This design comes from an exercise in tuning for small area, a short achievable clock period and few clock cycles per item on the open sky130 flow, not from production work.
At most, simulation tests tie the RTL to the original design; equivalence was not proved.
No functional check of the RTL was part of runs 6 and 7.
Power is estimated from default activity; no workload was simulated.

--- flow/constraint.sdc ---
create_clock -name core_clock -period 7.0 [get_ports {clk}]
set_input_delay 1.4000 -clock core_clock [delete_from_list [all_inputs] [get_ports {clk}]]
set_output_delay 1.4000 -clock core_clock [all_outputs]
set_load 0.01 [all_outputs]
--- flow/run.sh ---
#!/bin/bash
# synth_recipe.tcl (not shown) runs the flow's synth.tcl, then flattens the netlist and writes it again
# the make line also repeats each setting of config.mk as NAME=value (left out here)
make -C /OpenROAD-flow-scripts/flow DESIGN_CONFIG=/design/flow/config.mk WORK_HOME=/design/flow/orfs CLKGATE_MAP_FILE= SYNTH_SCRIPT=/design/flow/synth_recipe.tcl finish
--- flow/config.mk ---
export PLATFORM = sky130hd
export DESIGN_NAME = fsm_Hand
export DESIGN_NICKNAME = fsm_Hand
export VERILOG_FILES = /design/flow/design.v
export SDC_FILE = /design/flow/constraint.sdc
export NUM_CORES = 4
export LEC_CHECK = 0
export CAP_MARGIN = 20
export CORE_MARGIN = 2
export CORE_UTILIZATION = 68
export CTS_CLUSTER_DIAMETER = 60
export CTS_CLUSTER_SIZE = 30
export SETUP_SLACK_MARGIN = 4.55
export SLEW_MARGIN = 20
--- flow/design.v ---
module svmstorage #(parameter W = 10, parameter DEPTH = 1) (
    input                  clk,
    input                  en,
    input                  ld,
    input      [W-1:0]     din,
    output     [W-1:0]     head,
    output     [W-1:0]     tail,
    output     [W-1:0]     pre
);
reg [W-1:0] q [0:DEPTH-1];
integer n;
always @(posedge clk) begin
    if (en | ld)
        q[0] <= din;
    if (en)
        for (n = 1; n < DEPTH; n = n + 1)
            q[n] <= q[n-1];
end
assign head = q[0];
assign tail = q[DEPTH-1];
assign pre  = q[(DEPTH > 1) ? DEPTH-2 : 0];
endmodule
module testDataModule (
    input              pass,
    input              dbl,
    input              ng,
    input      [10:0]  v,
    output     [11:0]  u
);
wire [11:0] vs  = {v[10], v};
wire [11:0] mag = ({12{pass}} & vs) | ({12{dbl}} & {vs[10:0], 1'b0});
wire [11:0] t   = mag ^ {12{ng}};
assign u = {~t[11], t[10:0]};
endmodule
module fsm_Hand(clk,rst,start,ready,result,write1,write2,SVMin,datain);
input clk,rst,start;
input write1;
input write2;
input signed [8:0] SVMin;
input signed [1:0] datain;
output result;
output ready;
reg ready;
reg result;
localparam IDLE = 2'd0, LW = 2'd1, LX = 2'd2, CP = 2'd3;
reg [1:0] st;
reg [3:0] row, col, k;
wire wbeat = (st == LW) & write1;
wire xbeat = (st == LX) & write2;
reg fin;
always @(posedge clk or negedge rst)
    if (!rst) begin
        st <= IDLE; ready <= 1'b0;
    end else
        case (st)
        IDLE: if (start) begin
                st <= LW; ready <= 1'b0;
              end
        LW:   if (write1 && row == 4'd10 && col == 4'd10) st <= LX;
        LX:   if (write2 && k == 4'd10) st <= CP;
        CP:   if (fin) begin
                ready <= 1'b1;
                st    <= IDLE;
              end
        endcase
always @(posedge clk) begin
    if (st == IDLE) begin
        row <= 4'd0; col <= 4'd0; k <= 4'd0;
    end else begin
        if (wbeat) begin
            if (col == 4'd10) begin
                col <= 4'd0; row <= row + 4'd1;
            end else
                col <= col + 4'd1;
        end
        if (xbeat) k <= k + 4'd1;
    end
end
reg [1:0] xv [0:8];
reg [8:0] kgt;                  
reg [3:0] negs;
wire dm1 = datain[0];
wire dm2 = datain[1] & ~datain[0];
wire ds  = datain[1];
always @(posedge clk) begin : xh
    integer i;
    for (i = 0; i <= 8; i = i + 1)
        if (xbeat && k == i) xv[i] <= datain;
    if (st == IDLE) begin
        negs <= 4'd0; kgt <= 9'd0;
    end else if (xbeat) begin
        negs <= negs + {3'd0, ds}; kgt <= {kgt[7:0], 1'b1};
    end
end
reg [8:0]  Wq;
reg [8:0]  enR;
reg        enN, ldN, den, rot;
reg [9:0]  rtail;
reg        sp, sd, sn;          
reg        dq1, dq4;            
reg        first, lastL;
always @(posedge clk) begin : ctl
    integer i;
    Wq  <= SVMin;
    for (i = 0; i <= 8; i = i + 1)
        enR[i] <= wbeat & (((row == i) & (col >= i + 2)) | ((row >= i + 2) & (col == i)));
    enN <= wbeat & (col == row + 4'd1);
    ldN <= wbeat & (col + 4'd1 == row);
    den <= (wbeat & (col == row)) | xbeat;
    rot <= col < row;
    sp  <= xbeat & (k != 4'd0) & dm1;
    sd  <= xbeat & (k != 4'd0) & dm2;
    sn  <= xbeat & (k != 4'd0) & ds;
    dq1 <= xbeat & dm1;
    dq4 <= xbeat & dm2;
    first <= xbeat & (k == 4'd0);
    lastL <= xbeat & (k == 4'd10);
    fin   <= lastL;
end
wire [9:0] tail [0:8];
wire [9:0] ntail, npre, nhead;
wire [8:0] dtail;
reg [9:0] rnext;
always @* begin : rsel_mux
    integer i;
    rnext = (col + 4'd1 == row) ? nhead : 10'd0;
    for (i = 0; i <= 8; i = i + 1)
        rnext = rnext | ({10{col == i && col + 4'd1 != row}} & tail[i]);
end
always @(posedge clk)
    rtail <= rnext;
wire [9:0] Wx = {Wq[8], Wq};
wire [9:0] hin = rot ? (rtail + Wx) : Wx;
genvar g;
generate
    for (g = 0; g <= 8; g = g + 1) begin : row_q
        svmstorage #(.W(10), .DEPTH(9 - g)) q (.clk(clk), .en(enR[g] | (xbeat & kgt[g])), .ld(1'b0),
                                               .din(hin), .head(), .tail(tail[g]), .pre());
    end
endgenerate
svmstorage #(.W(10), .DEPTH(10)) nq (.clk(clk), .en(enN | (xbeat & (k != 4'd0))), .ld(ldN),
                                     .din(hin), .head(nhead), .tail(ntail), .pre(npre));
svmstorage #(.W(9), .DEPTH(11)) dq (.clk(clk), .en(den), .ld(1'b0),
                                    .din(Wq), .head(), .tail(dtail), .pre());
function [31:0] csa;            
    input [15:0] a, b, c;
    begin
        csa[15:0]  = a ^ b ^ c;
        csa[31:16] = {((a & b) | (a & c) | (b & c)), 1'b0};
    end
endfunction
wire [11:0] u [0:9];
wire [15:0] z [0:9];
reg [8:0] tp, td, tn;
always @(posedge clk) begin : tc
    integer i;
    reg [1:0] xn;
    reg       an;
    for (i = 0; i <= 8; i = i + 1) begin
        xn = (xbeat && k == i) ? datain : xv[i];
        an = (st != IDLE) & (kgt[i] | (xbeat & (k == i)));
        tp[i] <= an & xn[0];
        td[i] <= an & xn[1] & ~xn[0];
        tn[i] <= an & xn[1];
    end
end
generate
    for (g = 0; g <= 8; g = g + 1) begin : term
        testDataModule t (.pass(tp[g]), .dbl(td[g]), .ng(tn[g]),
                          .v({tail[g][9], tail[g]}), .u(u[g]));
        assign z[g] = {4'd0, u[g]};
    end
endgenerate
wire [31:0] l1a = csa(z[0], z[1], z[2]);
wire [31:0] l1b = csa(z[3], z[4], z[5]);
wire [31:0] l1c = csa(z[6], z[7], z[8]);
wire [31:0] l2a = csa(l1a[15:0], l1a[31:16], l1b[15:0]);
wire [31:0] l2b = csa(l1b[31:16], l1c[15:0], l1c[31:16]);
reg  [15:0] F [0:3];
reg         vB;                 
always @(posedge clk) begin
    F[0] <= l2a[15:0]; F[1] <= l2a[31:16];
    F[2] <= l2b[15:0]; F[3] <= l2b[31:16];
    vB   <= xbeat;
end
wire [9:0] nnext = (k == 4'd0) ? ntail : npre;
reg  [11:0] ul;
testDataModule tl (.pass(dm1), .dbl(dm2), .ng(ds), .v({nnext[9], nnext}), .u(u[9]));
always @(posedge clk)
    ul <= u[9];
assign z[9] = {4'd0, ul};
wire [15:0] zc = {12'hB00, negs};
wire [31:0] m1a = csa(F[0], F[1], F[2]);
wire [31:0] m1b = csa(F[3], z[9], zc);
wire [31:0] m2  = csa(m1a[15:0], m1a[31:16], m1b[15:0]);
wire [31:0] m3  = csa(m2[15:0], m2[31:16], m1b[31:16]);
reg  [15:0] E0, E1;
always @(posedge clk)
    if (vB) begin
        E0 <= m3[15:0]; E1 <= m3[31:16];
    end
wire [15:0] g0 = ({16{sp}} & E0) | ({16{sd}} & {E0[14:0], 1'b0});
wire [15:0] g1 = ({16{sp}} & E1) | ({16{sd}} & {E1[14:0], 1'b0});
wire [15:0] o0 = g0 ^ {16{sn}};
wire [15:0] o1 = g1 ^ {16{sn}};
wire [15:0] dx = {{7{dtail[8]}}, dtail};
wire [15:0] dterm = ({16{dq1}} & dx) | ({16{dq4}} & {dx[13:0], 2'b00});
reg  [15:0] Ss, Sc;
wire [15:0] s0 = first ? 16'd255 : Ss;
wire [15:0] c0 = first ? 16'd0   : Sc;
wire [31:0] n1 = csa(s0, c0, dterm);
wire [31:0] n2 = csa(n1[15:0], {n1[31:17], sn}, o0);
wire [31:0] n3 = csa(n2[15:0], {n2[31:17], sn}, o1);
always @(posedge clk) begin
    Ss <= n3[15:0];
    Sc <= n3[31:16];
end
wire [15:0] rp = Ss ^ Sc;
wire [15:0] rg = Ss & Sc;
wire        rzero = (rp == {(Ss[14:0] | Sc[14:0]), 1'b0});
reg  [14:0] G [0:4];
reg  [14:0] Pp [0:4];
always @* begin : ks
    integer lv, b, d;
    G[0] = rg[14:0]; Pp[0] = rp[14:0];
    for (lv = 1; lv <= 4; lv = lv + 1) begin
        d = 1 << (lv - 1);
        for (b = 0; b < 15; b = b + 1)
            if (b >= d) begin
                G[lv][b]  = G[lv-1][b] | (Pp[lv-1][b] & G[lv-1][b-d]);
                Pp[lv][b] = Pp[lv-1][b] & Pp[lv-1][b-d];
            end else begin
                G[lv][b]  = G[lv-1][b];
                Pp[lv][b] = Pp[lv-1][b];
            end
    end
end
wire rsign = rp[15] ^ G[4][14];
always @(posedge clk)
    result <= ~rsign & ~rzero;
endmodule
==> impl_metrics.toml, run 1 <==
[floorplanning]
start_util_pct = 69.07
num_rows = 82
coreArea_um2 = 50380
die_x_um = 230.2
die_h_um = 230.2
die-area_um2 = 52990
io_pins = 18

[grt]
antenna_found_initial = 6
grt_pass1_vias = 17442
grt_max_degree = 100
grt_overflow = 0
grt_pass1_wl_mm = 106.3
grtUsageTotal_pct = 27.59

[logic_synthesis]
synth-seq-cells = 886
synth_edf_count = 678
postSynthCellCount = 2179
yosysWarnings = 31
syn_nets = 2411
postSynthAreaPerCell_um2 = 15.97
yosys_most_used_dff = "edfxtp_1"
seq_area_frac_synth_pct = 70.52
yosys.cell_types.count = 66
netlist_area_um2 = 34790
synthArstFlopShare_pct = 0.3386

[cells_and_area]
fin_area_um2 = 38170
area_growth_pct = 9.705
layout_commonest_cell = "edfxtp_1"
nets = 2454
seqCellArea_um2 = 24560
final_core_util_pct = 75.77
n_fill_cell = 2900
multi_input_area_um2 = 10010
final_layout_size_suffix_gt1_share_pct = 9.615
layout_common_cells = "edfxtp_1, dfxtp_1, inv_1, fa_1, a22oi_1"
n_antenna_cell = 0
layout.cells.non_filler = 2929

[critical_path]
cp_data_required_time_ps = 5600
rrSetupSlack_ps = 4530
worstPathArrival_ps = 1120
critPathKind = "register to output port"
crit_chain = "buf_2"
slowest_stage = "dfrtp_1"
start_kind = "register"
crit_fanout = 2
critical_path_buf_inv_count = 1
cp_slowest_stage_delay_ps = 390
cp_top_family = "flip-flops"
endpoint_kind = "output port"

[timing]
hold_viol_final = 0
skew_ps = 32.31
fin_crit_sh_pct = 35.94
relSlewSlack_pct = 40.86
worst_pin_slew_ps = 887.1
rsz0062_at_grt = "true"
final.setup.worst_slack_ps = 4484
fmax_ghz = 0.3975
setup_viol = 0
slew_viol_final = 0
fin_crit_ps = 2516
fin_tns_setup_ps = 0

[placement]
dpl.cell_count = 2795
portBuffers = 17
dp_hpwl_mm = 47.15
dp_worst_setup_slack_ps = 2747
place_area_um2 = 35680
globalplace.congestion = 0.9576

[detailed_routing]
drt-pass1-iter-count = 8
num_vias = 17562
vias_per_cell = 5.996
antenna_left = 0
drc_errors = 0
drt_iter0_drc = 1825
routed_wl_mm = 72.41
wl_per_cell_um = 24.72

[pwr]
vdd_drop_max_uv = 373.8
p_per_area_nw_per_um2 = 340.3
p_leak_nw = 13.72

[clock_tree]
cts_tree = "built"
clockBufferDepth = 3
hold_buffers = 0
cts_buffers = 45
htreeDepth = 2
clkSlewWorstSetupHoldPaths_ps = 100
cts_sinks = 886
cts_root_buffer = "clkbuf_16"
clock_latency_ps = 610

[run_status]
status = "timing/DRC/antenna clean"

[hold_path]
hold_path.class = "register to register"

[flow_run]
drv_cap = 0
## cell families after synthesis
kind of cell             after synthesis  share of synthesized area (%)
multiplexers                          40                          1.183
adder cells (fa/ha/maj)              216                          10.72
buffers and inverters                260                          2.877
XOR/XNOR                             176                          4.473
AND/OR/NAND/NOR                      326                          4.657
flip-flops                           886                          70.52
AO/OA/AOI/OAI                        275                          5.563
## synth_stat cells (3+ instances only)
cell | number | area, um^2
clkbuf_1 | 53 | 198.9
nor3_1 | 26 | 130.1
nor2b_1 | 10 | 62.56
a31oi_1 | 6 | 37.54
fa_1 | 137 | 2743
buf_1 | 15 | 56.30
ha_1 | 79 | 988.5
xnor2_1 | 116 | 1016
nand4_1 | 10 | 62.56
edfxtp_1 | 678 | 20360
nor2_1 | 67 | 251.5
nand3b_1 | 6 | 45.04
mux2_2 | 9 | 101.4
a21o_1 | 3 | 22.52
or2_2 | 4 | 25.02
and3_1 | 15 | 93.84
and2_1 | 15 | 93.84
a22o_1 | 11 | 96.34
o2111ai_1 | 3 | 26.28
o21ai_0 | 22 | 110.1
inv_1 | 173 | 649.4
nor4_1 | 3 | 18.77
dfrtp_1 | 3 | 75.07
nand2_1 | 96 | 360.4
a21oi_1 | 51 | 255.2
nand2b_1 | 19 | 118.9
and4_1 | 3 | 26.28
a22oi_1 | 133 | 998.5
o221ai_1 | 10 | 87.58
o211ai_1 | 4 | 30.03
dfxtp_1 | 205 | 4104
a221oi_1 | 11 | 96.34
xor2_1 | 58 | 508.0
mux2i_1 | 31 | 310.3
buf_2 | 17 | 85.08
nand3_1 | 35 | 175.2
## per-layer routing
| layer | vias to the layer above | GRT usage, % | share of wire [%] | wire length, um |
|---|---|---|---|---|
| met2 | 647 | 47.08 | 50 | 36280 |
| met3 | 120 | 4.638 | 6.4 | 4645 |
| met1 | 8876 | 36.15 | 40 | 28680 |
| met4 | 4 | 9.960 | 3.8 | 2776 |
| li1 | 7915 | - | - | - |
| met5 | - | 0 | 0.033 | 24 |
## final timing paths
path                        from  endpoint  cells after the start
setup / recovery           ready     ready                      1
hold / removal             lastL       fin                      0
setup reg to reg             dq4     Ss[6]                      6
hold reg to reg            lastL       fin                      0
max in group asynchronous    rst     ready                      1
min in group asynchronous    rst     st[1]                      1
## where the power goes
group / internal [W] / leakage (nW) / total (W) / switching, W
clock network: 0.00143 / 0.781 / 0.00315 / 0.00172
logic: 0.00108 / 5.07 / 0.00281 / 0.00173
registers: 0.00658 / 7.87 / 0.00703 / 0.000453
total: 0.00909 / 13.7 / 0.0130 / 0.00390
## flip-flops by register name, summed over array words and instances (netlist names), 2 cells and up
| name | count |
|---|---|
| enR | 9 |
| Ss | 16 |
| row_q.q.q | 450 |
| dq.q | 99 |
| tp | 9 |
| F | 50 |
| xv | 18 |
| td | 9 |
| kgt | 9 |
| E0 | 15 |
| negs | 4 |
| k | 4 |
| nq.q | 100 |
| Wq | 9 |
| rtail | 10 |
| tn | 9 |
| Sc | 15 |
| st | 2 |
| ul | 12 |
| row | 4 |
| col | 4 |
| E1 | 14 |
## final cells by class
type / instances / area share [%]
clock buffer: 56 / 3.281
clock inverter: 26 / 0.9047
inverter: 174 / 1.721
multi-input combinational: 1072 / 26.23
sequential: 886 / 64.35
tap: 672 / 2.203
timing repair buffer: 43 / 1.314
## what timing repair did
action	4_1_cts	5_1_grt
endpoints found under the setup margin	688	150
resized for setup	73	24
pin swaps	3	7
gates cloned	38	3
buffers inserted	5	5
## stage by stage
| step | total power (W) | hold slack (ps) |
|---|---|---|
| 2_1_floorplan | 0.008756 | 309.6 |
| 3_3_place_gp | 0.009597 | 316.6 |
| 3_5_place_dp | 0.009726 | 314.3 |
| 4_1_cts | 0.01296 | 337.3 |
| 5_1_grt | 0.01356 | 344.4 |
| 6_report | 0.01299 | 334.9 |
Testbench counts, summed over its fixed seeds: cycles 25,920, items 192.
==> inputs of run 2 (changes only) <==
--- a/flow/config.mk
+++ b/flow/config.mk
@@ -9,5 +9,6 @@
 export CORE_MARGIN = 2
-export CORE_UTILIZATION = 68
+export CORE_UTILIZATION = 65
 export CTS_CLUSTER_DIAMETER = 60
 export CTS_CLUSTER_SIZE = 30
+export PLACE_DENSITY = 0.68
 export SETUP_SLACK_MARGIN = 4.55
==> impl_metrics.toml, run 2 <==
[run_status]
status = "timing/DRC/antenna clean"

[cells_and_area]
largest-register = "row_q.q.q"
area_growth_pct = 10.13
n_antenna_cell = 0
layout.cells.non_filler = 2948
reg.largest.list = "row_q.q.q (450), nq.q (100), dq.q (99)"
largest_register_ffs = 450
layout_common_cells = "edfxtp_1, dfxtp_1, inv_1, fa_1, a22oi_1"
layout_commonest_cell = "edfxtp_1"
nets = 2459
n_fill_cell = 3267
fin_area_um2 = 38320
final_layout_size_suffix_gt1_share_pct = 9.912

[logic_synthesis]
syn_nets = 2411
yosys.cell_types.count = 66
postSynthCellCount = 2179
yosys_most_used_dff = "edfxtp_1"
yosysMostFrequentCell = "edfxtp_1"
yosys-top-cells-area = "edfxtp_1, dfxtp_1, fa_1, xnor2_1, a22oi_1"
synthArstFlopShare_pct = 0.3386
synth_top_area_cell = "edfxtp_1"
seq_area_frac_synth_pct = 70.52
yosysWarnings = 31
netlist_area_um2 = 34790
synth_top_cell_area_share_pct = 58.51
postSynthAreaPerCell_um2 = 15.97
synth-seq-cells = 886
synth_edf_count = 678
netlist_top_cells_count = "edfxtp_1, dfxtp_1, inv_1, fa_1, a22oi_1"

[detailed_routing]
drt-pass1-iter-count = 6
drc_errors = 0
wl_per_cell_um = 24.02
routed_wl_mm = 70.82
drt_iter0_drc = 1608
num_vias = 17484
antenna_left = 0
vias_per_cell = 5.931

[hold_path]
hp-start = "lastL"
hold_path.class = "register to register"
hold_path_depth = 0

[timing]
fin_crit_ps = 2515
slew_viol_final = 0
rsz0062_at_grt = "true"
fmax_ghz = 0.3976
fin_crit_sh_pct = 35.93
setup_viol = 0
skew_ps = 43.93
hold_viol_final = 0
fin_tns_setup_ps = 0
relSlewSlack_pct = 44.54
worst_pin_slew_ps = 831.9

[clock_tree]
cts_tree = "built"
cts_root_buffer = "clkbuf_16"
clockBufferDepth = 3
clkSlewWorstSetupHoldPaths_ps = 90
clock_latency_ps = 630
cts_buffers = 45
htreeDepth = 2
cts_sinks = 886

[floorplanning]
die_h_um = 235.4
die-area_um2 = 55400
coreArea_um2 = 52760
num_rows = 84
die_x_um = 235.4
io_pins = 18
start_util_pct = 65.95

[critical_path]
crit_chain = "buf_2"
cp_slowest_stage_delay_ps = 390
critPathKind = "register to output port"
rr_worst_depth = 7
r2r_start = "dq.q[10][8]"
slowest_stage = "dfrtp_1"
worstPathArrival_ps = 1110
crit_cells = 1
start_kind = "register"
cp_top_family = "flip-flops"
cp_data_required_time_ps = 5600
startpoint = "ready"
crit_fanout = 2
endpoint_kind = "output port"
critical_path_buf_inv_count = 1

[placement]
place_area_um2 = 35690
globalplace.congestion = 0.9364
dp_hpwl_mm = 47.11
dpl.cell_count = 2811
portBuffers = 17

[grt]
grt_pass1_wl_mm = 105.4
grt_overflow = 0
grt_max_degree = 100
grtUsageTotal_pct = 25.88
grt_pass1_vias = 17338
antenna_found_initial = 3

[pwr]
vdd_drop_max_uv = 328.7
p_per_area_nw_per_um2 = 341.6
p_leak_nw = 13.77

[flow_run]
drv_cap = 0
==> run 2: metal layers <==
layer  global-route usage [%]  vias to the layer above  part of all wire [%]
li1                         -                     7939                     -
met1                    35.07                     8786                    41
met2                    42.42                      594                    48
met3                    3.401                      165                   5.7
met4                    12.08                        0                   5.4
met5                        0                        -                     0
==> run 2: worst register-to-register path: stages (launching register included) <==
cell	delay, ps
edfxtp_1	500
o21a_4	230
buf_6	130
fa_1	470
inv_1	50
fa_1	470
inv_1	50
fa_1	430
==> run 2: worst paths after layout <==
path | slack, ps | to
min reg2reg | 340 | fin
max in group asynchronous | 5840 | st[0]
max reg2reg | 4560 | Ss[10]
min | 340 | fin
max | 4490 | ready
min in group asynchronous | 1000 | st[1]
==> run 2: timing repair <==
item	in CTS	in global routing
endpoints found under the setup margin	674	165
buffers inserted	5	12
gates cloned	33	6
pin swaps	5	7
resized for setup	82	26
hold buffers	0	0
==> run 2: cells by family after synthesis <==
family                   after synthesis  share of synthesized area, %
flip-flops                           886                         70.52
AND/OR/NAND/NOR                      326                         4.657
AO/OA/AOI/OAI                        275                         5.563
buffers and inverters                260                         2.877
adder cells (fa/ha/maj)              216                         10.72
XOR/XNOR                             176                         4.473
multiplexers                          40                         1.183
==> run 2: area by class of cell <==
type	count	area, um^2	area share (%)
repair buffers	49	506.7	1.322
clock buffers	50	1209	3.154
flip-flops and latches	886	24560	64.10
inverters	174	653.1	1.704
clock inverters	30	479.2	1.251
multi-input cells	1071	10050	26.22
well taps	688	860.8	2.246
==> run 2: report_power, final <==
group          leakage, nW  total [W]  internal, W  switching, W
combinational         5.09    0.00280      0.00108       0.00172
clock                0.816    0.00324      0.00153       0.00171
sequential            7.87    0.00705      0.00658      0.000468
total                 13.8     0.0131      0.00919       0.00390
==> run 2: stage by stage <==
stage               hold WS (ps)  utilization, %  power, W  worst slack (ps)
floorplan                  309.6               -  0.008756              3428
global placement           320.9           67.64  0.009634              2834
detailed placement         318.6           67.64  0.009754              2771
CTS                        341.0           72.06   0.01307              4455
global route               343.5           72.63   0.01370              4449
finish                     340.2           72.63   0.01309              4485
==> inputs of run 3 (changes only) <==
--- a/flow/config.mk
+++ b/flow/config.mk
@@ -12,3 +12,3 @@
 export CTS_CLUSTER_SIZE = 30
-export PLACE_DENSITY = 0.68
+export PLACE_DENSITY = 0.75
 export SETUP_SLACK_MARGIN = 4.55
==> impl_metrics.toml, run 3 <==
[timing]
skew_ps = 28.07
fin_tns_setup_ps = 0
relSlewSlack_pct = 40.62
worst_pin_slew_ps = 890.7
fmax_ghz = 0.3942
fin_crit_ps = 2537
hold_viol_final = 0
setup_viol = 0
rsz0062_at_grt = "true"
fin_crit_sh_pct = 36.24
slew_viol_final = 0

[cells_and_area]
largest-register = "row_q.q.q"
n_fill_cell = 3237
area_growth_pct = 10.00
reg.largest.list = "row_q.q.q (450), nq.q (100), dq.q (99)"
layout_common_cells = "edfxtp_1, dfxtp_1, inv_1, fa_1, a22oi_1"
nets = 2451
largest_register_ffs = 450
final_layout_size_suffix_gt1_share_pct = 9.951
final_core_util_pct = 72.54
seqCellArea_um2 = 24570
multi_input_area_um2 = 9915
layout_commonest_cell = "edfxtp_1"

[logic_synthesis]
yosys-top-cells-area = "edfxtp_1, dfxtp_1, fa_1, xnor2_1, a22oi_1"
postSynthCellCount = 2179
seq_area_frac_synth_pct = 70.52
syn_nets = 2411
yosysWarnings = 31
netlist_area_um2 = 34790
postSynthAreaPerCell_um2 = 15.97
synth_top_cell_area_share_pct = 58.51
yosys_most_used_dff = "edfxtp_1"
synth-seq-cells = 886
synth_edf_count = 678
netlist_top_cells_count = "edfxtp_1, dfxtp_1, inv_1, fa_1, a22oi_1"
synthArstFlopShare_pct = 0.3386
synth_top_area_cell = "edfxtp_1"
yosys.cell_types.count = 66
yosysMostFrequentCell = "edfxtp_1"

[critical_path]
critPathKind = "register to output port"
start_kind = "register"
rrSetupSlack_ps = 4520
endpoint_kind = "output port"
cp_top_family = "flip-flops"
crit_chain = "buf_2"
cp_data_required_time_ps = 5600
worstPathArrival_ps = 1140
cp_slowest_stage_delay_ps = 390
crit_fanout = 2
slowest_stage = "dfrtp_1"
critical_path_buf_inv_count = 1

[pwr]
p_leak_nw = 13.72
p_per_area_nw_per_um2 = 342.8
vdd_drop_max_uv = 315.2

[run_status]
status = "timing/DRC/antenna clean"

[grt]
grtUsageTotal_pct = 25.59
grt_max_degree = 100
antenna_found_initial = 3
grt_pass1_vias = 17155
grt_pass1_wl_mm = 103.9
grt_overflow = 0

[clock_tree]
clockBufferDepth = 3
cts_tree = "built"
clock_latency_ps = 620
clkSlewWorstSetupHoldPaths_ps = 100
cts_sinks = 886
cts_root_buffer = "clkbuf_16"
cts_buffers = 46
htreeDepth = 2

[detailed_routing]
drt-pass1-iter-count = 6
num_vias = 17363
vias_per_cell = 5.902
routed_wl_mm = 70.63
drt_iter0_drc = 1703
wl_per_cell_um = 24.01
antenna_left = 0
drc_errors = 0

[floorplanning]
start_util_pct = 65.95
die_x_um = 235.4
num_rows = 84
die-area_um2 = 55400
io_pins = 18
coreArea_um2 = 52760
die_h_um = 235.4

[placement]
portBuffers = 17
globalplace.congestion = 0.9319
dp_hpwl_mm = 47.61

[flow_run]
drv_cap = 0

[hold_path]
hold_path.class = "register to register"
run 3: cell counts after synthesis:
No cell type changed its count.
run 3: power breakdown:
group	total [W]	internal [W]	switching, W
Sequential	0.00703	0.00658	0.000451
Clock	0.00329	0.00154	0.00175
Combinational	0.00280	0.00107	0.00173
run 3: layer usage:
metal / vias to the layer above / global-route usage [%] / wire (um)
li1: 7889 / - / -
met1: 8723 / 34.48 / 28480
met2: 606 / 43.11 / 35020
met3: 145 / 3.330 / 4208
met4: 0 / 9.863 / 2918
met5: - / 0 / 0
run 3: per-stage QoR:
step	setup WS (ps)	std cells	power (W)	hold WS, ps	cell area, um^2
global route	4426	2939	0.01373	361.4	38270
floorplan	3428	2179	0.008756	309.6	34890
global placement	2746	2812	0.009601	347.9	35700
detailed placement	2650	2812	0.009747	338.9	35700
finish	4463	2942	0.01312	360.4	38270
CTS	4428	2916	0.01314	358.8	37900
run 3: what timing repair did:
item / CTS / global route
endpoints found under the setup margin: 705 / 364
buffers inserted: 5 / 9
hold buffers: 0 / 0
gates resized for setup: 66 / 41
cloned: 19 / 13
pin swaps: 6 / 7
run 3: final timing paths:
| check | to | from | cells past startpoint |
|---|---|---|---|
| max | ready | ready | 1 |
| min | fin | lastL | 0 |
| max reg2reg | Ss[8] | dq.q[10][8] | 7 |
| min reg2reg | fin | lastL | 0 |
| max in group asynchronous | st[1] | rst | 1 |
| min in group asynchronous | ready | rst | 1 |
run 3: kinds of logic after synthesis:
| family | after synthesis | synth area share, % |
|---|---|---|
| multiplexers | 40 | 1.183 |
| buffers and inverters | 260 | 2.877 |
| adder cells (fa/ha/maj) | 216 | 10.72 |
| AO/OA/AOI/OAI | 275 | 5.563 |
| AND/OR/NAND/NOR | 326 | 4.657 |
| flip-flops | 886 | 70.52 |
| XOR/XNOR | 176 | 4.473 |
run 3: area by class of cell:
cell class / count / share of cell area (%)
Sequential cell: 886 / 64.18
Multi-Input combinational cell: 1064 / 25.90
Clock buffer: 48 / 3.109
Tap cell: 688 / 2.249
Inverter: 174 / 1.739
Clock inverter: 32 / 1.494
Timing Repair Buffer: 47 / 1.301
Antenna cell: 3 / 0.01961
==> inputs of run 4 (changes only) <==
--- a/flow/config.mk
+++ b/flow/config.mk
@@ -10,5 +10,4 @@
 export CORE_UTILIZATION = 65
-export CTS_CLUSTER_DIAMETER = 60
-export CTS_CLUSTER_SIZE = 30
-export PLACE_DENSITY = 0.75
+export CTS_CLUSTER_DIAMETER = 70
+export CTS_CLUSTER_SIZE = 36
 export SETUP_SLACK_MARGIN = 4.55
==> impl_metrics.toml, run 4 <==
[critical_path]
cp_slowest_stage_delay_ps = 400
critical_path_buf_inv_count = 1
endpoint_kind = "output port"
slowest_stage = "dfrtp_1"
crit_cells = 1
cp_top_family = "flip-flops"
rr_worst_depth = 7
crit_chain = "buf_2"
cp_data_required_time_ps = 5600
critPathKind = "register to output port"
crit_fanout = 2
r2r_start = "col[1]"
start_kind = "register"
worstPathArrival_ps = 1160
startpoint = "ready"

[logic_synthesis]
netlist_top_cells_count = "edfxtp_1, dfxtp_1, inv_1, fa_1, a22oi_1"
synth-seq-cells = 886
synthArstFlopShare_pct = 0.3386
netlist_area_um2 = 34790
postSynthCellCount = 2179
synth_top_cell_area_share_pct = 58.51
yosys-top-cells-area = "edfxtp_1, dfxtp_1, fa_1, xnor2_1, a22oi_1"
yosysWarnings = 31
synth_edf_count = 678
seq_area_frac_synth_pct = 70.52
yosys.cell_types.count = 66
yosysMostFrequentCell = "edfxtp_1"
postSynthAreaPerCell_um2 = 15.97
syn_nets = 2411
synth_top_area_cell = "edfxtp_1"
yosys_most_used_dff = "edfxtp_1"

[timing]
hold_viol_final = 0
skew_ps = 41.35
worst_pin_slew_ps = 834.3
fin_crit_sh_pct = 36.53
relSlewSlack_pct = 44.38
setup_viol = 0
slew_viol_final = 0
fin_tns_setup_ps = 0
rsz0062_at_grt = "true"
fin_crit_ps = 2557
fmax_ghz = 0.3911

[pwr]
power_frac_comb_pct = 21.9
p_sw_w = 0.003962
clockPowerShare_pct = 23.4
intPower_w = 0.008923
p_per_area_nw_per_um2 = 337.4
p_sw_share_pct = 30.75
vdd_drop_max_uv = 386.1
p_seq_share_pct = 54.7
p_leak_nw = 13.68

[floorplanning]
die-area_um2 = 55400
die_x_um = 235.4
start_util_pct = 65.95
num_rows = 84
die_h_um = 235.4
coreArea_um2 = 52760
io_pins = 18

[detailed_routing]
wl_per_cell_um = 24.22
drt-pass1-iter-count = 6
vias_per_cell = 5.918
drc_errors = 0
num_vias = 17412
antenna_left = 0
drt_iter0_drc = 1613
routed_wl_mm = 71.25

[clock_tree]
clkSlewWorstSetupHoldPaths_ps = 110
clockBufferDepth = 3
cts_tree = "built"
cts_root_buffer = "clkbuf_16"
htreeDepth = 2
cts_sinks = 886
cts_buffers = 41
clock_latency_ps = 640

[cells_and_area]
layout_common_cells = "edfxtp_1, dfxtp_1, inv_1, fa_1, a22oi_1"
largest_register_ffs = 450
largest-register = "row_q.q.q"
final_core_util_pct = 72.38
n_antenna_cell = 0
layout_commonest_cell = "edfxtp_1"
nets = 2457
area_growth_pct = 9.752
reg.largest.list = "row_q.q.q (450), nq.q (100), dq.q (99)"
n_fill_cell = 3291
final_layout_size_suffix_gt1_share_pct = 10.16

[grt]
grt_overflow = 0
grt_pass1_vias = 17248
grt_pass1_wl_mm = 105.0
grtUsageTotal_pct = 25.85
grt_max_degree = 100
antenna_found_initial = 3

[run_status]
status = "timing/DRC/antenna clean"

[placement]
dp_hpwl_mm = 47.11
portBuffers = 17
globalplace.congestion = 0.9364

[flow_run]
drv_cap = 0

[hold_path]
hp-start = "lastL"
hold_path.class = "register to register"
hold_path_depth = 0
-- run 4: cell counts after synthesis --
Identical to the previous run, type by type.
-- run 4: metrics by stage --
step                total power (W)  cell area, um^2  setup slack, ps  hold slack [ps]  cells
floorplan                  0.008756            34890             3428            309.6   2179
global placement           0.009634            35690             2834            320.9   2811
detailed placement         0.009754            35690             2771            318.6   2811
CTS                         0.01283            37920             4427            345.2   2927
global route                0.01348            38190             4423            347.6   2942
finish                      0.01288            38190             4443            345.1   2942
-- run 4: logic make-up after synthesis --
kind of cell,Yosys count,synth area share [%]
flops,886,70.52
simple gates,326,4.657
compound gates,275,5.563
buf+inv,260,2.877
fa+ha+maj,216,10.72
xor+xnor,176,4.473
mux,40,1.183
-- run 4: repair_timing --
action | 4_1_cts | 5_1_grt
buffers inserted | 5 | 10
cloned | 39 | 4
hold buffers | 0 | 0
endpoints found under the setup margin | 672 | 100
pin swaps | 5 | 10
resized for setup | 89 | 28
-- run 4: cell type report --
class                           instances  area, um^2  share of cell area [%]
Inverter                              174       656.9                   1.720
Clock buffer                           43        1033                   2.706
Tap cell                              688       860.8                   2.254
Timing Repair Buffer                   49       523.0                   1.370
Clock inverter                         29       471.7                   1.235
Sequential cell                       886       24570                   64.35
Multi-Input combinational cell       1073       10070                   26.37
-- run 4: worst paths after layout --
path,to,slack [ps]
worst max-delay path,ready,4440
worst min-delay path,fin,350
worst max register to register,rtail[3],4540
worst min register to register,fin,350
max in group asynchronous,st[1],5870
min in group asynchronous,st[0],960
-- run 4: metal layers --
| metal | part of all wire (%) | global-route usage [%] | up-vias |
|---|---|---|---|
| li1 | - | - | 7922 |
| met2 | 49 | 43.30 | 563 |
| met4 | 4.1 | 10.36 | 0 |
| met5 | 0 | 0 | - |
| met3 | 5.7 | 3.248 | 131 |
| met1 | 41 | 35.02 | 8796 |
-- run 4: power by group through the flow --
| stage | clock (W) | combinational (W) | sequential [W] |
|---|---|---|---|
| 2_1_floorplan | 0 | 0.00179 | 0.00696 |
| 3_3_place_gp | 0 | 0.00246 | 0.00717 |
| 3_5_place_dp | 0 | 0.00254 | 0.00722 |
| 4_1_cts | 0.00307 | 0.00265 | 0.00711 |
| 5_1_grt | 0.00323 | 0.00314 | 0.00712 |
| 6_report | 0.00301 | 0.00283 | 0.00705 |
==> inputs of run 5 (changes only) <==
--- a/flow/config.mk
+++ b/flow/config.mk
@@ -10,4 +10,4 @@
 export CORE_UTILIZATION = 65
-export CTS_CLUSTER_DIAMETER = 70
-export CTS_CLUSTER_SIZE = 36
+export CTS_CLUSTER_DIAMETER = 60
+export CTS_CLUSTER_SIZE = 30
 export SETUP_SLACK_MARGIN = 4.55
==> impl_metrics.toml, run 5 <==
[placement]
dp_hpwl_mm = 47.11
globalplace.congestion = 0.9364
portBuffers = 17

[timing]
rsz0062_at_grt = "true"
fmax_ghz = 0.3976
slew_viol_final = 0
relSlewSlack_pct = 44.54
fin_crit_ps = 2515
fin_tns_setup_ps = 0
fin_crit_sh_pct = 35.93
skew_ps = 43.93
hold_viol_final = 0
setup_viol = 0
worst_pin_slew_ps = 831.9

[cells_and_area]
layout_common_cells = "edfxtp_1, dfxtp_1, inv_1, fa_1, a22oi_1"
reg.largest.list = "row_q.q.q (450), nq.q (100), dq.q (99)"
area_growth_pct = 10.13
layout_commonest_cell = "edfxtp_1"
largest-register = "row_q.q.q"
n_antenna_cell = 0
nets = 2459
final_layout_size_suffix_gt1_share_pct = 9.912
largest_register_ffs = 450

[logic_synthesis]
seq_area_frac_synth_pct = 70.52
synth_top_cell_area_share_pct = 58.51
syn_nets = 2411
yosysMostFrequentCell = "edfxtp_1"
yosys-top-cells-area = "edfxtp_1, dfxtp_1, fa_1, xnor2_1, a22oi_1"
yosys_most_used_dff = "edfxtp_1"
yosysWarnings = 31
synth_top_area_cell = "edfxtp_1"
netlist_area_um2 = 34790
yosys.cell_types.count = 66
postSynthCellCount = 2179
synth_edf_count = 678
netlist_top_cells_count = "edfxtp_1, dfxtp_1, inv_1, fa_1, a22oi_1"
postSynthAreaPerCell_um2 = 15.97
synth-seq-cells = 886
synthArstFlopShare_pct = 0.3386

[critical_path]
cp_top_family = "flip-flops"
critPathKind = "register to output port"
worstPathArrival_ps = 1110
start_kind = "register"
crit_fanout = 2
critical_path_buf_inv_count = 1
slowest_stage = "dfrtp_1"
endpoint_kind = "output port"
crit_chain = "buf_2"
cp_data_required_time_ps = 5600
cp_slowest_stage_delay_ps = 390

[floorplanning]
start_util_pct = 65.95
coreArea_um2 = 52760
num_rows = 84
die-area_um2 = 55400
die_h_um = 235.4
die_x_um = 235.4
io_pins = 18

[clock_tree]
clock_latency_ps = 630
cts_tree = "built"
clockBufferDepth = 3
cts_root_buffer = "clkbuf_16"
hold_buffers = 0
clkSlewWorstSetupHoldPaths_ps = 90
htreeDepth = 2
cts_sinks = 886
cts_buffers = 45

[grt]
grt_max_degree = 100
antenna_found_initial = 3
grt_overflow = 0
grt_pass1_wl_mm = 105.4
grt_pass1_vias = 17338
grtUsageTotal_pct = 25.88

[pwr]
p_per_area_nw_per_um2 = 341.6
p_sw_w = 0.003898
power_frac_comb_pct = 21.4
p_sw_share_pct = 29.78
p_seq_share_pct = 53.8
clockPowerShare_pct = 24.8
intPower_w = 0.009191
p_leak_nw = 13.77
vdd_drop_max_uv = 328.7
p_total_w = 0.01309

[detailed_routing]
num_vias = 17484
vias_per_cell = 5.931
drc_errors = 0
wl_per_cell_um = 24.02
drt_iter0_drc = 1608
drt-pass1-iter-count = 6
antenna_left = 0
routed_wl_mm = 70.82

[hold_path]
hold_path.class = "register to register"

[flow_run]
drv_cap = 0

[run_status]
status = "timing/DRC/antenna clean"
[run 5: per-layer routing]
| metal | vias to the layer above | part of all wire (%) | global-route usage (%) |
|---|---|---|---|
| met3 | 165 | 5.7 | 3.401 |
| met5 | - | 0 | 0 |
| met4 | 0 | 5.4 | 12.08 |
| li1 | 7939 | - | - |
| met2 | 594 | 48 | 42.42 |
| met1 | 8786 | 41 | 35.07 |
[run 5: power groups by stage]
stage          combinational (W)  sequential [W]  clock, W
2_1_floorplan            0.00179         0.00696         0
3_3_place_gp             0.00246         0.00717         0
3_5_place_dp             0.00254         0.00722         0
4_1_cts                  0.00265         0.00711   0.00331
5_1_grt                  0.00311         0.00712   0.00347
6_report                 0.00280         0.00705   0.00324
[run 5: area by class of cell]
type                    instances  area [um^2]
clock buffers                  50         1209
clock inverters                30        479.2
fillers                      3267        14440
inverters                     174        653.1
multi-input cells            1071        10050
flip-flops and latches        886        24560
well taps                     688        860.8
repair buffers                 49        506.7
[run 5: final timing paths]
path	start	end	slack [ps]	depth (start not counted)
worst min register to register	lastL	fin	340	0
max in group asynchronous	rst	st[0]	5840	1
worst max register to register	dq.q[10][8]	Ss[10]	4560	7
worst max-delay path	ready	ready	4490	1
min in group asynchronous	rst	st[1]	1000	1
worst min-delay path	lastL	fin	340	0
[run 5: cells by family (layout without fill, tap and decap cells)]
group                      after synthesis  in the layout  synth area share (%)
AOI/OAI and AO/OA                      275            275                 5.563
DFF                                    886            886                 70.52
xor gates and xnor gates               176            176                 4.473
adders and majority gates              216            216                 10.72
muxes                                   40             40                 1.183
buffers and inverters                  260            303                 2.877
and+or+nand+nor                        326            364                 4.657
[run 5: metrics by stage]
stage | setup slack (ps) | utilization, % | cells | area, um^2 | hold slack, ps
final | 4485 | 72.63 | 2948 | 38320 | 340.2
after CTS | 4455 | 72.06 | 2929 | 38020 | 341.0
after global placement | 2834 | 67.64 | 2811 | 35690 | 320.9
after floorplan | 3428 | - | 2179 | 34890 | 309.6
after global routing | 4449 | 72.63 | 2948 | 38320 | 343.5
after detailed placement | 2771 | 67.64 | 2811 | 35690 | 318.6
[run 5: timing repair]
action                                  4_1_cts  5_1_grt
endpoints found under the setup margin      674      165
resized for setup                            82       26
cloned                                       33        6
pin swaps                                     5        7
buffers inserted                              5       12
==> inputs of run 6 (changes only) <==
--- a/flow/design.v
+++ b/flow/design.v
@@ -96,3 +96,3 @@
 reg [8:0]  enR;
-reg        enN, ldN, den, rot;
+reg        enN, ldN, den;
 reg [9:0]  rtail;
@@ -109,3 +109,2 @@
     den <= (wbeat & (col == row)) | xbeat;
-    rot <= col < row;
     sp  <= xbeat & (k != 4'd0) & dm1;
@@ -127,3 +126,3 @@
     for (i = 0; i <= 8; i = i + 1)
-        rnext = rnext | ({10{col == i && col + 4'd1 != row}} & tail[i]);
+        rnext = rnext | ({10{col == i && col + 4'd1 < row}} & tail[i]);
 end
@@ -132,3 +131,3 @@
 wire [9:0] Wx = {Wq[8], Wq};
-wire [9:0] hin = rot ? (rtail + Wx) : Wx;
+wire [9:0] hin = rtail + Wx;
 genvar g;
==> impl_metrics.toml, run 6 <==
[grt]
grt_max_degree = 81
grt_overflow = 0
antenna_found_initial = 1
grtUsageTotal_pct = 24.66
grt_pass1_vias = 16199
grt_pass1_wl_mm = 98.12

[logic_synthesis]
yosys.cell_types.count = 67
synth_top_area_cell = "edfxtp_1"
netlist_area_um2 = 34510
yosys-top-cells-area = "edfxtp_1, dfxtp_1, fa_1, a22oi_1, ha_1"
yosysMostFrequentCell = "edfxtp_1"
syn_nets = 2359
synth-seq-cells = 885
seq_area_frac_synth_pct = 71.05
netlist_top_cells_count = "edfxtp_1, dfxtp_1, inv_1, fa_1, a22oi_1"
synthArstFlopShare_pct = 0.3390
postSynthAreaPerCell_um2 = 16.22
yosys_most_used_dff = "edfxtp_1"
yosysWarnings = 31
postSynthCellCount = 2128
synth_edf_count = 678
synth_top_cell_area_share_pct = 59.00

[flow_run]
drv_cap = 0

[detailed_routing]
top_layer_used = "met4"
routed_wl_mm = 65.52
drt_iter0_drc = 1771
wl_per_cell_um = 22.76
drt-pass1-iter-count = 6
drc_errors = 0
num_vias = 16608
dr_wl_met2_mm = 31.14
antenna_left = 0
routedLengthMet1_mm = 28.51
wl_met3_mm = 4.281
vias_per_cell = 5.769

[timing]
setup_viol = 0
fin_crit_sh_pct = 36.63
skew_ps = 23.00
slew_viol_final = 0
hold_viol_final = 0
rsz0062_at_grt = "true"
fin_tns_setup_ps = 0
fmax_ghz = 0.3900
relSlewSlack_pct = 26.46
fin_crit_ps = 2564
worst_pin_slew_ps = 1098

[critical_path]
crit_fanout = 3
critical_path_buf_inv_count = 1
start_kind = "register"
r2r_start = "Wq[1]"
crit_chain = "buf_2"
worst_r2r_endpoint = "row_q[1].q.q[0][9]"
slowest_stage = "dfrtp_1"
worstPathArrival_ps = 1160
rr_worst_depth = 8
cp_slowest_stage_delay_ps = 410
cp_top_family = "flip-flops"
cp_data_required_time_ps = 5600
critPathKind = "register to output port"
rrSetupSlack_ps = 4610
endpoint_kind = "output port"

[clock_tree]
clockBufferDepth = 3
cts_root_buffer = "clkbuf_16"
clock_latency_ps = 620
clkSlewWorstSetupHoldPaths_ps = 90
htreeDepth = 2
cts_buffers = 47
hold_buffers = 0
cts_sinks = 885
cts_tree = "built"

[run_status]
status = "timing/DRC/antenna clean"

[pwr]
vdd_drop_max_uv = 320.7
p_leak_nw = 13.57
p_total_w = 0.01309
p_per_area_nw_per_um2 = 345.8

[cells_and_area]
final_layout_size_suffix_gt1_share_pct = 9.265
fin_area_um2 = 37870
layout_commonest_cell = "edfxtp_1"
largest-register = "row_q.q.q"
layout_common_cells = "edfxtp_1, dfxtp_1, inv_1, fa_1, a22oi_1"
nets = 2385
reg.largest.list = "row_q.q.q (450), nq.q (100), dq.q (99)"
area_growth_pct = 9.731
largest_register_ffs = 450
n_antenna_cell = 0

[floorplanning]
die_x_um = 234.4
io_pins = 18
coreArea_um2 = 52550
die_h_um = 234.4
die-area_um2 = 54950
num_rows = 84
start_util_pct = 65.67

[hold_path]
min_to = "fin"
hold_path_depth = 0
hp-start = "lastL"
hold_path.class = "register to register"

[placement]
portBuffers = 17
globalplace.congestion = 0.9177
dp_hpwl_mm = 44.99
place_area_um2 = 35400
## run 6: cell types whose count changed in the layout (fill, tap and decap cells not counted), sizes merged, moves of 11 or more
cell | previous run | this run
nor2 | 68 | 57
a21oi | 51 | 67
nand2b | 56 | 29
xor2 | 58 | 72
## run 6: where the power goes
| group | switching, W | leakage, nW | internal, W | total, W |
|---|---|---|---|---|
| clock | 0.00179 | 0.856 | 0.00155 | 0.00334 |
| combinational | 0.00179 | 4.86 | 0.00101 | 0.00280 |
| sequential | 0.000366 | 7.86 | 0.00659 | 0.00696 |
| total | 0.00394 | 13.6 | 0.00915 | 0.0131 |
## run 6: through the flow
| stage | setup WS, ps | cells | hold slack [ps] | utilization [%] |
|---|---|---|---|---|
| 3_5_place_dp | 2892 | 2761 | 315.0 | 67.36 |
| 3_3_place_gp | 2955 | 2761 | 314.9 | 67.34 |
| 4_1_cts | 4395 | 2875 | 336.9 | 71.83 |
| 5_1_grt | 4390 | 2879 | 348.1 | 72.06 |
| 2_1_floorplan | 4051 | 2128 | 309.6 | - |
| 6_report | 4436 | 2879 | 333.4 | 72.06 |
## run 6: routing by layer
| metal | global-route usage [%] | up-vias |
|---|---|---|
| met5 | 0 | - |
| met4 | 6.486 | 0 |
| met3 | 4.385 | 104 |
| met2 | 39.34 | 534 |
| met1 | 35.88 | 8319 |
| li1 | - | 7651 |
## run 6: timing repair
action,4_1_cts,5_1_grt
setup buffers,14,3
gates resized for setup,54,26
pin swaps,6,1
setup endpoints to repair,680,186
cloned,14,1
## run 6: layout make-up
| class | instances | area (um^2) |
|---|---|---|
| multi-input cells | 1001 | 9409 |
| clock buffers | 56 | 1274 |
| well taps | 688 | 860.8 |
| fillers | 3324 | 14680 |
| repair buffers | 43 | 543.0 |
| inverters | 175 | 683.2 |
| flip-flops and latches | 885 | 24550 |
| clock inverters | 30 | 536.8 |
| repair inverters | 1 | 8.758 |
## run 6: worst max path at each step
stage,depth (start not counted),slack (ps),end,startpoint
floorplan,5,4050,nq.q[0][0],write2
global placement,5,2950,nq.q[0][2],write2
detailed placement,6,2890,row_q[0].q.q[0][3],write2
CTS,1,4400,ready,ready
global route,1,4390,ready,ready
finish,1,4440,ready,ready
## run 6: kinds of logic after synthesis
| family | count (synthesis) | synth area share (%) |
|---|---|---|
| buf+inv | 255 | 2.940 |
| compound gates | 283 | 5.910 |
| flops | 885 | 71.05 |
| fa+ha+maj | 215 | 10.78 |
| xor+xnor | 180 | 4.568 |
| simple gates | 285 | 4.017 |
| mux | 25 | 0.7396 |
==> inputs of run 7 (changes only) <==
--- a/flow/config.mk
+++ b/flow/config.mk
@@ -9,3 +9,3 @@
 export CORE_MARGIN = 2
-export CORE_UTILIZATION = 65
+export CORE_UTILIZATION = 68
 export CTS_CLUSTER_DIAMETER = 60
==> impl_metrics.toml, run 7 <==
[floorplanning]
die_h_um = 229.3
num_rows = 82
die-area_um2 = 52570
coreArea_um2 = 50170
start_util_pct = 68.78
die_x_um = 229.3
io_pins = 18

[pwr]
p_sw_w = 0.003969
vdd_drop_max_uv = 302.9
power_frac_comb_pct = 22.2
p_per_area_nw_per_um2 = 346.0
p_seq_share_pct = 53.1
intPower_w = 0.009143
clockPowerShare_pct = 24.7
p_sw_share_pct = 30.27
p_leak_nw = 13.65

[clock_tree]
cts_buffers = 46
clkSlewWorstSetupHoldPaths_ps = 100
cts_tree = "built"
clock_latency_ps = 600
htreeDepth = 2
clockBufferDepth = 3
cts_sinks = 885
cts_root_buffer = "clkbuf_16"

[timing]
relSlewSlack_pct = 30.55
fin_crit_sh_pct = 36.28
hold_viol_final = 0
skew_ps = 30.59
fin_tns_setup_ps = 0
setup_viol = 0
fmax_ghz = 0.3938
worst_pin_slew_ps = 1037
rsz0062_at_grt = "true"
fin_crit_ps = 2539
final.setup.worst_slack_ps = 4461
slew_viol_final = 0

[logic_synthesis]
synth-seq-cells = 885
syn_nets = 2359
synth_top_cell_area_share_pct = 59.00
netlist_top_cells_count = "edfxtp_1, dfxtp_1, inv_1, fa_1, a22oi_1"
yosysMostFrequentCell = "edfxtp_1"
seq_area_frac_synth_pct = 71.05
postSynthCellCount = 2128
yosysWarnings = 31
yosys-top-cells-area = "edfxtp_1, dfxtp_1, fa_1, a22oi_1, ha_1"
postSynthAreaPerCell_um2 = 16.22
synth_edf_count = 678
synthArstFlopShare_pct = 0.3390
yosys.cell_types.count = 67
netlist_area_um2 = 34510
synth_top_area_cell = "edfxtp_1"
yosys_most_used_dff = "edfxtp_1"

[grt]
antenna_found_initial = 1
grt_pass1_vias = 16953
grt_pass1_wl_mm = 103.1
grt_max_degree = 80
grtUsageTotal_pct = 26.70
grt_overflow = 0

[cells_and_area]
largest_register_ffs = 450
largest-register = "row_q.q.q"
reg.largest.list = "row_q.q.q (450), nq.q (100), dq.q (99)"
n_fill_cell = 2967
layout_commonest_cell = "edfxtp_1"
layout_common_cells = "edfxtp_1, dfxtp_1, inv_1, fa_1, a22oi_1"
area_growth_pct = 9.811
nets = 2401
final_layout_size_suffix_gt1_share_pct = 10.42

[hold_path]
hp-start = "lastL"
hold_path.class = "register to register"

[run_status]
status = "timing/DRC/antenna clean"

[detailed_routing]
vias_per_cell = 5.895
drc_errors = 0
drt-pass1-iter-count = 8
routed_wl_mm = 68.16
num_vias = 16983
antenna_left = 0
drt_iter0_drc = 1740
wl_per_cell_um = 23.66

[placement]
portBuffers = 17
dp_worst_setup_slack_ps = 2881
globalplace.congestion = 0.9430
dp_hpwl_mm = 45.39

[critical_path]
worstPathArrival_ps = 1140
cp_top_family = "flip-flops"
slowest_stage = "dfrtp_1"
endpoint_kind = "output port"
r2r_start = "first"
cp_slowest_stage_delay_ps = 400
crit_chain = "buf_2"
rrSetupSlack_ps = 4620
critical_path_buf_inv_count = 1
cp_data_required_time_ps = 5600
startpoint = "ready"
start_kind = "register"
critPathKind = "register to output port"
crit_fanout = 3

[flow_run]
drv_cap = 0
## run 7: cell counts after synthesis
Identical to the previous run, type by type.
## run 7: path summary, 6_finish.rpt
| kind | endpoint | depth (start not counted) |
|---|---|---|
| max | ready | 1 |
| min | fin | 0 |
| max reg2reg | Ss[1] | 6 |
| min reg2reg | fin | 0 |
| max in group asynchronous | st[1] | 1 |
| min in group asynchronous | ready | 1 |
## run 7: metal layers
metal	share of wire, %	GRT usage, %
met1	42	38.84
met2	48	42.35
met3	7.3	3.947
met4	3.5	8.949
met5	0	0
## run 7: kinds of logic after synthesis
| kind of cell | synth area share, % |
|---|---|
| AO/OA/AOI/OAI | 5.910 |
| multiplexers | 0.7396 |
| AND/OR/NAND/NOR | 4.017 |
| XOR/XNOR | 4.568 |
| flip-flops | 71.05 |
| buffers and inverters | 2.940 |
| adder cells (fa/ha/maj) | 10.78 |
## run 7: layout make-up
class | count | area (um^2) | area share, %
clock inverter | 28 | 377.9 | 0.9971
tap | 672 | 840.8 | 2.219
inverter | 175 | 673.1 | 1.776
antenna | 1 | 2.502 | 0.006603
timing repair buffer | 52 | 561.8 | 1.482
multi-input combinational | 1009 | 9567 | 25.25
clock buffer | 58 | 1313 | 3.464
sequential | 885 | 24550 | 64.79
timing repair inverter | 1 | 8.758 | 0.02311
## run 7: timing repair
action	in CTS	in global routing
endpoints found under the setup margin	668	68
buffers inserted	16	9
pin swaps	6	3
gates cloned	23	0
gates resized for setup	76	23
hold buffers	0	0
## run 7: power groups by stage
stage	clock network, W	registers [W]	logic [W]
floorplan	0	0.00696	0.00172
global placement	0	0.00705	0.00254
detailed placement	0	0.00709	0.00265
CTS	0.00329	0.00698	0.00288
global route	0.00347	0.00704	0.00320
finish	0.00324	0.00696	0.00291
## run 7: per-stage QoR
step / std cells / hold slack [ps] / util [%] / area (um^2) / total power (W)
3_3_place_gp: 2746 / 315.1 / 70.51 / 35370 / 0.009589
5_1_grt: 2880 / 351.7 / 75.53 / 37890 / 0.01371
2_1_floorplan: 2128 / 309.6 / - / 34610 / 0.008685
6_report: 2881 / 347.9 / 75.53 / 37900 / 0.01311
4_1_cts: 2871 / 349.9 / 75.22 / 37740 / 0.01314
3_5_place_dp: 2746 / 316.8 / 70.53 / 35390 / 0.009737
==> inputs of run 8 (changes only) <==
--- a/flow/design.v
+++ b/flow/design.v
@@ -78,3 +78,3 @@
 end
-reg [1:0] xv [0:8];
+reg [8:0] tp, td, tn;           
 reg [8:0] kgt;                  
@@ -87,3 +87,7 @@
     for (i = 0; i <= 8; i = i + 1)
-        if (xbeat && k == i) xv[i] <= datain;
+        if (st == IDLE) begin
+            tp[i] <= 1'b0; td[i] <= 1'b0; tn[i] <= 1'b0;
+        end else if (xbeat && k == i) begin
+            tp[i] <= dm1; td[i] <= dm2; tn[i] <= ds;
+        end
     if (st == IDLE) begin
@@ -152,15 +156,2 @@
 wire [15:0] z [0:9];
-reg [8:0] tp, td, tn;
-always @(posedge clk) begin : tc
-    integer i;
-    reg [1:0] xn;
-    reg       an;
-    for (i = 0; i <= 8; i = i + 1) begin
-        xn = (xbeat && k == i) ? datain : xv[i];
-        an = (st != IDLE) & (kgt[i] | (xbeat & (k == i)));
-        tp[i] <= an & xn[0];
-        td[i] <= an & xn[1] & ~xn[0];
-        tn[i] <= an & xn[1];
-    end
-end
 generate
==> impl_metrics.toml, run 8 <==
[cells_and_area]
final_core_util_pct = 76.76
layout_commonest_cell = "edfxtp_1"
largest-register = "row_q.q.q"
area_growth_pct = 10.85
layout_common_cells = "edfxtp_1, dfxtp_1, inv_1, a22oi_1, fa_1"
fin_area_um2 = 37730
reg.largest.list = "row_q.q.q (450), nq.q (100), dq.q (99)"
largest_register_ffs = 450
nets = 2416
final_layout_size_suffix_gt1_share_pct = 11.13

[clock_tree]
clkSlewWorstSetupHoldPaths_ps = 110
cts_root_buffer = "clkbuf_16"
clock_latency_ps = 620
cts_tree = "built"
cts_sinks = 867
hold_buffers = 0
cts_buffers = 45
htreeDepth = 2
clockBufferDepth = 3

[detailed_routing]
antenna_left = 0
vias_per_cell = 6.007
drc_errors = 0
routed_wl_mm = 71.47
drt_iter0_drc = 1714
wl_per_cell_um = 24.78
drt-pass1-iter-count = 6
num_vias = 17323

[timing]
slew_viol_final = 0
fin_crit_ps = 2529
hold_viol_final = 0
worst_pin_slew_ps = 892.9
fin_crit_sh_pct = 36.12
rsz0062_at_grt = "true"
fin_tns_setup_ps = 0
relSlewSlack_pct = 40.47
fmax_ghz = 0.3955
timing.hold.ws_ps = 339.6
setup_viol = 0
skew_ps = 31.72

[logic_synthesis]
yosys-top-cells-area = "edfxtp_1, dfxtp_1, fa_1, a22oi_1, xnor2_1"
yosysWarnings = 29
synth_xor_area_share_pct = 4.683
synth-adder-area-share_pct = 10.92
synthArstFlopShare_pct = 0.3460
seq_area_frac_synth_pct = 70.97
postSynthCellCount = 2112
synth_top_cell_area_share_pct = 59.81
synthSimpleGateAreaFrac_pct = 3.830
synth_top_area_cell = "edfxtp_1"
synth_top_family_by_area = "adder cells"
synthMuxAreaShare_pct = 0.5404
yosysMostFrequentCell = "edfxtp_1"
synth_edf_count = 678
postSynthAreaPerCell_um2 = 16.12
netlist_area_um2 = 34040
synth-seq-cells = 867
synth_compound_area_share_pct = 6.161
syn_nets = 2343
netlist_top_cells_count = "edfxtp_1, dfxtp_1, inv_1, a22oi_1, fa_1"
yosys.cell_types.count = 65
yosys_most_used_dff = "edfxtp_1"

[pwr]
p_leak_nw = 13.41
vdd_drop_max_uv = 355.0
p_per_area_nw_per_um2 = 351.2

[critical_path]
cp_top_family = "flip-flops"
crit_fanout = 2
critPathKind = "register to output port"
worstPathArrival_ps = 1130
slowest_stage = "dfrtp_1"
endpoint_kind = "output port"
cp_slowest_stage_delay_ps = 380
start_kind = "register"
critical_path_buf_inv_count = 1
crit_chain = "buf_2"
cp_data_required_time_ps = 5600

[grt]
antenna_found_initial = 2
grtUsageTotal_pct = 28.01
grt_max_degree = 95
grt_pass1_wl_mm = 106.9
grt_pass1_vias = 17326
grt_overflow = 0

[floorplanning]
io_pins = 18
start_util_pct = 69.25
die_x_um = 227.7
die_h_um = 227.7
num_rows = 81
coreArea_um2 = 49150
die-area_um2 = 51860

[placement]
globalplace.congestion = 0.9941
dp_hpwl_mm = 46.24
portBuffers = 17
place_area_um2 = 34900

[hold_path]
hold_path.class = "register to register"

[run_status]
status = "timing/DRC/antenna clean"

[flow_run]
drv_cap = 0
[run 8: cell count changes after synthesis, moves of 8 or more]
| cell | before | now |
|---|---|---|
| o21ai_0 | 14 | 34 |
| dfxtp_1 | 204 | 186 |
| a22oi_1 | 133 | 150 |
| xnor2_1 | 108 | 121 |
| xor2_1 | 72 | 61 |
| a221oi_1 | 11 | 1 |
| and2_1 | 14 | 4 |
| nand3_1 | 28 | 38 |
| a21oi_1 | 65 | 73 |
| a221oi_2 | 8 | 0 |
| clkbuf_1 | 48 | 56 |
| inv_1 | 174 | 166 |
[run 8: kinds of logic (layout without fill, tap and decap cells)]
| logic type | count (synthesis) | in the layout |
|---|---|---|
| compound gates | 309 | 310 |
| xor+xnor | 182 | 182 |
| fa+ha+maj | 215 | 215 |
| buf+inv | 250 | 309 |
| flops | 867 | 867 |
| mux | 18 | 18 |
| other cells | 0 | 1 |
| simple gates | 271 | 318 |
[run 8: worst paths after layout]
kind,to,slack (ps),startpoint,cells after the start
setup / recovery,ready,4470,ready,1
hold / removal,fin,340,lastL,0
setup reg to reg,Ss[12],4540,dq.q[10][8],8
hold reg to reg,fin,340,lastL,0
max in group asynchronous,st[1],5890,rst,1
min in group asynchronous,st[0],960,rst,1
[run 8: area by class of cell]
class | count | area (um^2)
sequential | 867 | 24200
fill | 2766 | 11420
multi-input combinational | 1043 | 9808
clock buffer | 50 | 1197
tap | 664 | 830.8
inverter | 166 | 626.9
timing repair buffer | 62 | 563.0
clock inverter | 31 | 499.2
antenna | 1 | 2.502
[run 8: power by group]
group	switching, W	internal (W)
Sequential	0.000409	0.00650
Clock	0.00175	0.00149
Combinational	0.00195	0.00115
Total	0.00412	0.00914
[run 8: layer usage]
layer  vias to the layer above  routed length [um]  GRT usage, %
met5                         -                   0             0
met4                         0                3151         10.49
met3                       164                4155         3.609
met2                       665               35850         47.38
met1                      8758               28300         37.81
li1                       7736                   -             -
[run 8: per-stage QoR]
step                      worst slack (ps)  std cells  total power (W)
after global placement                2684       2725         0.009659
final                                 4471       2884          0.01325
after CTS                             4438       2868          0.01321
after global routing                  4436       2883          0.01386
after floorplan                       3416       2112         0.008712
after detailed placement              2637       2725         0.009837
[run 8: timing repair]
| item | in CTS | in global routing |
|---|---|---|
| gates cloned | 47 | 1 |
| endpoints found under the setup margin | 647 | 63 |
| gates resized for setup | 97 | 35 |
| endpoints found under the hold margin | 0 | 0 |
| pin swaps | 7 | 12 |
| buffers inserted | 15 | 14 |
Testbench counts of run 8, summed over its fixed seeds: cycles 25,920, items 192.
==> inputs of run 9 (changes only) <==
--- a/flow/config.mk
+++ b/flow/config.mk
@@ -9,3 +9,3 @@
 export CORE_MARGIN = 2
-export CORE_UTILIZATION = 68
+export CORE_UTILIZATION = 65
 export CTS_CLUSTER_DIAMETER = 60
==> impl_metrics.toml, run 9 <==
[run_status]
status = "timing/DRC/antenna clean"

[logic_synthesis]
synth_edf_count = 678
yosysWarnings = 29
synth-seq-cells = 867
yosys-top-cells-area = "edfxtp_1, dfxtp_1, fa_1, a22oi_1, xnor2_1"
yosys.cell_types.count = 65
synth_top_cell_area_share_pct = 59.81
postSynthCellCount = 2112
yosys_most_used_dff = "edfxtp_1"
yosysMostFrequentCell = "edfxtp_1"
postSynthAreaPerCell_um2 = 16.12
synthArstFlopShare_pct = 0.3460
syn_nets = 2343
netlist_area_um2 = 34040
seq_area_frac_synth_pct = 70.97
netlist_top_cells_count = "edfxtp_1, dfxtp_1, inv_1, a22oi_1, fa_1"
synth_top_area_cell = "edfxtp_1"

[detailed_routing]
routed_wl_mm = 69.06
wl_per_cell_um = 23.88
vias_per_cell = 5.824
num_vias = 16844
drt_iter0_drc = 1565
drt-pass1-iter-count = 6
antenna_left = 0
drc_errors = 0

[critical_path]
slowest_stage = "dfrtp_1"
worstPathArrival_ps = 1140
crit_chain = "buf_6"
cp_top_family = "flip-flops"
startpoint = "ready"
critPathKind = "register to output port"
cp_slowest_stage_delay_ps = 400
endpoint_kind = "output port"
critical_path_buf_inv_count = 1
start_kind = "register"
cp_data_required_time_ps = 5600
r2r_start = "tp[3]"
crit_fanout = 2

[placement]
globalplace.congestion = 1.029
dp_hpwl_mm = 45.61
portBuffers = 17
place_area_um2 = 34910

[timing]
worst_pin_slew_ps = 965.4
slew_viol_final = 0
fin_crit_ps = 2537
fmax_ghz = 0.3942
relSlewSlack_pct = 35.64
fin_tns_setup_ps = 0
skew_ps = 28.06
rsz0062_at_grt = "true"
setup_viol = 0
hold_viol_final = 0
fin_crit_sh_pct = 36.24

[floorplanning]
coreArea_um2 = 51510
die_x_um = 232.8
die-area_um2 = 54210
num_rows = 83
io_pins = 18
die_h_um = 232.8
start_util_pct = 66.08

[flow_run]
drv_cap = 0

[cells_and_area]
area_growth_pct = 10.56
fin_area_um2 = 37630
nets = 2405
layout_commonest_cell = "edfxtp_1"
largest-register = "row_q.q.q"
largest_register_ffs = 450
layout_common_cells = "edfxtp_1, dfxtp_1, inv_1, a22oi_1, fa_1"
reg.largest.list = "row_q.q.q (450), nq.q (100), dq.q (99)"
final_layout_size_suffix_gt1_share_pct = 10.81

[grt]
antenna_found_initial = 2
grt_pass1_wl_mm = 102.9
grt_overflow = 0
grt_max_degree = 92
grt_pass1_vias = 16780
grtUsageTotal_pct = 26.22

[clock_tree]
clock_latency_ps = 620
cts_root_buffer = "clkbuf_16"
clkSlewWorstSetupHoldPaths_ps = 110
hold_buffers = 0
cts_buffers = 45
htreeDepth = 2
cts_tree = "built"
cts_sinks = 867
clockBufferDepth = 3

[hold_path]
hp-start = "lastL"
hold_path.class = "register to register"

[pwr]
p_per_area_nw_per_um2 = 352.5
p_leak_nw = 13.37
p_total_w = 0.01327
vdd_drop_max_uv = 339.0
## run 9: cell types whose count changed in the layout (fill, tap and decap cells not counted), sizes merged
cell,change
nand2b,-9
inv,-3
clkdlybuf4s15,+1
buf,-2
clkinv,+1
dlymetal6s2s,-1
clkbuf,+5
## run 9: final cells by class
type                    count  area [um^2]
well taps                 680        850.8
fillers                  3209        13880
multi-input cells        1034         9639
inverters                 166        626.9
clock inverters            29        505.5
flip-flops and latches    867        24210
diodes                      1        2.502
repair buffers             60        576.8
clock buffers              55         1226
## run 9: metal layers
metal,global-route usage (%),wire length [um],up-vias
met5,0,0,-
met4,12.42,3820,0
met3,3.799,3765,174
met2,42.60,33180,538
met1,35.44,28300,8419
li1,-,-,7713
## run 9: worst paths after layout
kind / endpoint / slack [ps] / depth (start not counted)
max: ready / 4460 / 1
min: fin / 350 / 0
max reg2reg: F[0][11] / 4600 / 5
min reg2reg: fin / 350 / 0
max in group asynchronous: ready / 5870 / 1
min in group asynchronous: st[1] / 970 / 1
## run 9: where the power goes
part           internal, W  switching [W]
combinational      0.00115        0.00198
clock              0.00152        0.00173
sequential         0.00650       0.000393
total              0.00916        0.00410
## run 9: repair_timing
action / CTS / global route
endpoints found under the setup margin: 653 / 51
pin swaps: 4 / 9
gates resized for setup: 86 / 37
setup buffers: 14 / 12
endpoints found under the hold margin: 0 / 0
gates cloned: 38 / 2
## run 9: metrics by stage
stage | hold WS, ps | utilization (%) | std cells | setup WS, ps
2_1_floorplan | 309.6 | - | 2112 | 3416
3_3_place_gp | 315.1 | 67.78 | 2741 | 2596
3_5_place_dp | 313.6 | 67.78 | 2741 | 2459
4_1_cts | 338.7 | 72.64 | 2877 | 4422
5_1_grt | 359.6 | 73.06 | 2891 | 4422
6_report | 346.3 | 73.06 | 2892 | 4463
## run 9: logic make-up after synthesis
kind of cell | synth area share, %
adder cells (fa/ha/maj) | 10.92
AND/OR/NAND/NOR | 3.830
AO/OA/AOI/OAI | 6.161
flip-flops | 70.97
XOR/XNOR | 4.683
multiplexers | 0.5403
buffers and inverters | 2.886

static timing again, ports no longer ideal:
In the flow no input, the clock included, has a driving cell. The finished layouts below were timed again as built, in two steps. Step 1, drivers: a clkbuf_16 drives clk and a buf_2 each remaining input, both assumed. Step 2 also shifts input and output timing later by t, the mid clock arrival at the registers, as if the neighbouring blocks saw the same clock. Slacks: ideal ports / drivers / drivers and shift; pairs: ideal ports / drivers.
| run | shift t [ns] | slack for setup (ns) |
|---|---|---|
| run 1 | 0.662 | 4.484 / 4.421 / 3.898 |
| run 2 | 0.665 | 4.485 / 4.427 / 3.907 |
| run 3 | 0.665 | 4.463 / 4.402 / 3.889 |
| run 4 | 0.676 | 4.443 / 4.386 / 3.898 |
| run 5 | 0.665 | 4.485 / 4.427 / 3.907 |
| run 6 | 0.667 | 4.436 / 4.376 / 3.946 |
| run 7 | 0.655 | 4.461 / 4.403 / 3.987 |
| run 8 | 0.665 | 4.471 / 4.410 / 3.934 |
| run 9 | 0.668 | 4.463 / 4.399 / 3.936 |
After both steps setup and hold are still met in every run listed.
